Context: an optimization exercise on an open-source flow, tuned for small area, a short achievable clock period and few clock cycles. The choices shown serve that exercise and are no tape-out recipe. At most, simulation tests tie the RTL to the original design; equivalence was not proved. No activity file was given, so power comes from the tool's default toggle rates.

## DALU
module DALU(
	clk,
	rst,
	in_valid,
	instruction,
	out_valid,
	out
);
input clk, rst, in_valid;
input [18:0] instruction;
output reg out_valid;
output [15:0] out;
function [8:0] booth3;
	input [5:0] a;
	integer k;
	reg y1, y0, ym;
	begin
		for (k = 0; k < 3; k = k + 1) begin
			y1 = a[2*k+1];
			y0 = a[2*k];
			ym = (k == 0) ? 1'b0 : a[2*k-1];
			booth3[k] = y1 & ~(y0 & ym);
			booth3[3+k] = y0 ^ ym;
			booth3[6+k] = (y1 & ~y0 & ~ym) | (~y1 & y0 & ym);
		end
	end
endfunction
wire [2:0] op = instruction[18:16];
wire [3:0] f = instruction[3:0];
wire [5:0] si = instruction[15:10];
wire [5:0] ti = instruction[9:4];
wire [3:0] li = instruction[3:0];
wire op0 = (op == 3'd0);
wire defined = op0 ? (f <= 4'd4) : (op <= 3'd4);
wire load = in_valid & defined;
wire isop1 = (op == 3'd1);
wire isop2 = (op == 3'd2);
wire islog = op0 & ~f[2] & ~(f[1] & f[0]);
wire sub = op0 ? f[2] : op[2];
wire d0n = li[1];
wire d01 = li[0];
wire d02 = li[1] & ~li[0];
wire d1n = li[3] & ~(li[2] & li[1]);
wire d11 = li[2] ^ li[1];
wire d12 = (li[3] & ~li[2] & ~li[1]) | (~li[3] & li[2] & li[1]);
wire [6:0] tx = {ti[5], ti};
wire [6:0] p0 = ({7{d01}} & tx) | ({7{d02}} & {tx[5:0], 1'b0});
  ...
Size: about 610 cells after synthesis, ~22 flip-flops, roughly 39 I/O pins, about 0.0043 mm^2 of cells after synthesis.
==> flow/config.mk <==
export PLATFORM = sky130hd
export DESIGN_NAME = DALU
export DESIGN_NICKNAME = DALU
export VERILOG_FILES = /design/flow/design.v
export SDC_FILE = /design/flow/constraint.sdc
export NUM_CORES = 4
export LEC_CHECK = 0
export ABC_AREA = 1
export CAP_MARGIN = 20
export CORE_MARGIN = 2
export CORE_UTILIZATION = 70
export SLEW_MARGIN = 20
==> flow/constraint.sdc <==
create_clock -name core_clock -period 10.0 [get_ports {clk}]
set_input_delay 2.0000 -clock core_clock [delete_from_list [all_inputs] [get_ports {clk}]]
set_output_delay 2.0000 -clock core_clock [all_outputs]
set_load 0.01 [all_outputs]
standard.sh (not shown) runs the stock make flow with config.mk's settings and CLKGATE_MAP_FILE= SYNTH_SCRIPT=/design/flow/synth_recipe.tcl, a recipe that flattens the netlist after the stock synthesis.
==> flow/flow/run.sh <==
#!/bin/bash
# The standard layout, with the ports buffered by buf_2 cells and timing
# repair aiming for setup slack beyond the requirement (sizeup,swap).
set -euo pipefail
bash standard.sh "BUFFER_PORTS_ARGS=-buffer_cell sky130_fd_sc_hd__buf_2" \
	SETUP_SLACK_MARGIN=4.4 SETUP_MOVE_SEQUENCE=sizeup,swap finish > standard_flow.log 2>&1
Testbench counts at the start, summed over its fixed seeds: cycles 32,000.
Then changed:
==> flow/flow/run.sh (replaced) <==
#!/bin/bash
# The standard layout, with the ports buffered by buf_2 cells and timing
# repair aiming for setup slack beyond the requirement by sizing cells only.
set -euo pipefail
bash standard.sh "BUFFER_PORTS_ARGS=-buffer_cell sky130_fd_sc_hd__buf_2" \
	SETUP_SLACK_MARGIN=4.4 SETUP_MOVE_SEQUENCE=sizeup,swap finish > standard_flow.log 2>&1
- ABC_AREA: 1 -> unset
What happened:
- The new run finished clean
- clock skew does not change
- via count drops by about a fifth
- cell area drops by a few percent
- worst hold slack gains 24 ps
- die area drops by a few percent
Then changed:
--- a/flow/flow/run.sh
+++ b/flow/flow/run.sh
@@ -4,3 +4,3 @@
 set -euo pipefail
 bash standard.sh "BUFFER_PORTS_ARGS=-buffer_cell sky130_fd_sc_hd__buf_2" \
-	SETUP_SLACK_MARGIN=4.4 SETUP_MOVE_SEQUENCE=sizeup,swap finish > standard_flow.log 2>&1
+	SETUP_SLACK_MARGIN=5.0 SETUP_MOVE_SEQUENCE=sizeup,swap finish > standard_flow.log 2>&1
- CORE_UTILIZATION: 70 -> 40
Result: Final cell count goes up by roughly a tenth. Die area went up by well over a third. First-iteration DRC count grows by a quarter to a third. Final area came out higher by a little under a tenth. Total power grows by roughly a tenth. Setup slack improved by 33 ps. Synthesized area stays the same. Wire length grows by a little under a tenth.
Then changed:
==> flow/flow/run.sh (replaced) <==
#!/bin/bash
# The standard layout, with the ports buffered by buf_2 cells and timing
# repair aiming for setup slack beyond the requirement (sizeup,swap).
set -euo pipefail
bash standard.sh "BUFFER_PORTS_ARGS=-buffer_cell sky130_fd_sc_hd__buf_2" \
	SETUP_SLACK_MARGIN=4.4 SETUP_MOVE_SEQUENCE=sizeup,swap finish > standard_flow.log 2>&1
- CORE_UTILIZATION: 40 -> 70
- CTS_BUF_LIST: unset -> sky130_fd_sc_hd__clkbuf_8
After rerunning:
- critical path depth is higher by 2
- routed wire length is lower by a few percent
- design area drops by a little under a tenth
- worst setup slack gets worse by 33 ps
- register-to-register slack improves by 30 ps
- non-clock buffer count is unchanged
- clock-buffer cell count is unchanged
- global-route usage goes up by 10 points
- maximum frequency fell slightly

DALU, a different RTL version from the one above (not shown whole).
Size in the first run: about 670 cells after synthesis, ~24 flip-flops, about 39 I/O pins, ~0.0048 mm2 of cells after synthesis.
## DALU
module DALU(
	clk,
	rst,
	in_valid,
	instruction,
	out_valid,
	out
);
input clk, rst, in_valid;
input [18:0] instruction;
output reg out_valid;
output [15:0] out;
wire [2:0] op = instruction[18:16];
wire [3:0] f = instruction[3:0];
wire op0 = (op == 3'd0);
wire defined = op0 ? (f <= 4'd4) : (op <= 3'd4);
wire load = in_valid & defined;
wire [5:0] ti = instruction[9:4];
wire [3:0] li = instruction[3:0];
wire [5:0] si = instruction[15:10];
wire isop1 = (op == 3'd1);
wire isop2 = (op == 3'd2);
wire islog = op0 & ~f[2] & ~(f[1] & f[0]);
wire sub = op0 ? f[2] : op[2];
wire d0n = li[1];
wire d01 = li[0];
wire d02 = li[1] & ~li[0];
wire d1n = li[3] & ~(li[2] & li[1]);
wire d11 = li[2] ^ li[1];
wire d12 = (li[3] & ~li[2] & ~li[1]) | (~li[3] & li[2] & li[1]);
wire [6:0] tx = {ti[5], ti};
wire [6:0] p0 = ({7{d01}} & tx) | ({7{d02}} & {tx[5:0], 1'b0});
wire [6:0] p1 = ({7{d11}} & tx) | ({7{d12}} & {tx[5:0], 1'b0});
wire [10:0] m0 = {{4{p0[6]}}, p0} ^ {11{d0n}};
wire [8:0] m1 = {{2{p1[6]}}, p1} ^ {9{d1n}};
wire [5:0] lg = (f[1:0] == 2'd0) ? (si & ti) : (f[1:0] == 2'd1) ? (si | ti) : (si ^ ti);
wire [10:0] bo = (op0 | isop2) ? {{5{ti[5]}}, ti} : {instruction[9], instruction[9:0]};
wire [10:0] r1 = isop1 ? m0 : islog ? {{5{lg[5]}}, lg} : {{5{si[5]}}, si};
wire [10:0] r2 = isop1 ? {m1, 2'b00} : islog ? 11'd0 : (bo ^ {11{sub & ~isop2}});
  ...
clock: 10.0 ns
lec_check: 0
abc_area: 1
cap_margin: 20
core_margin: 2
core_utilization: 40
slew_margin: 20
==> flow/flow/run.sh <==
#!/bin/bash
# The standard layout, with the input and output ports buffered by buf_2
# cells instead of the default buffer cell.
set -euo pipefail
bash standard.sh "BUFFER_PORTS_ARGS=-buffer_cell sky130_fd_sc_hd__buf_2" finish > standard_flow.log 2>&1
Rerun with:
==> flow/flow/run.sh (replaced) <==
#!/bin/bash
# The standard layout, with the ports buffered by buf_2 cells and timing
# repair aiming for setup slack beyond the requirement.
set -euo pipefail
bash standard.sh "BUFFER_PORTS_ARGS=-buffer_cell sky130_fd_sc_hd__buf_2" \
	SETUP_SLACK_MARGIN=4.5 finish > standard_flow.log 2>&1
ABC_AREA = default   (was 1)
=> Utilization is higher by 5.9 points; clock power grows by roughly a tenth; synthesized cell count fell by about a fifth; total power falls by roughly a tenth; wire length is lower by a few percent.
No functional check of the RTL was part of any run of this note.

-- port drivers added, routing unchanged --
Ports are ideal in the flow. The routed layouts listed here were re-timed in OpenROAD. Step 1 sets driving cells, clkbuf_16 on the clock port and buf_2 on the other inputs (assumed; they add their load-dependent delay and slew). Step 2 also shifts input and output timing later by t, the mid clock arrival at the registers, as if the neighbouring blocks saw the same clock. a / b / c = ideal / step 1 / step 2; a / b = the first two.
run	t, ns	setup slack, ns	worst slew at a driven data input, ns
the first run of note 1	0.287	4.550 / 4.522 / 4.318	0.04
the second run of note 1	0.285	4.443 / 4.418 / 4.195	0.04
the third run of note 1	0.289	4.476 / 4.452 / 4.222	0.06
the fourth run of note 1	0.285	4.443 / 4.418 / 4.195	0.04
the first run of note 2	0.288	4.179 / 4.146 / 4.388	0.03
the second run of note 2	0.290	4.057 / 4.025 / 4.316	0.03
After both steps every run listed still meets setup and hold. For the third run of note 1, which loses most, drivers alone change the setup slack by -0.024 ns; drivers and shift together by -0.254 ns.
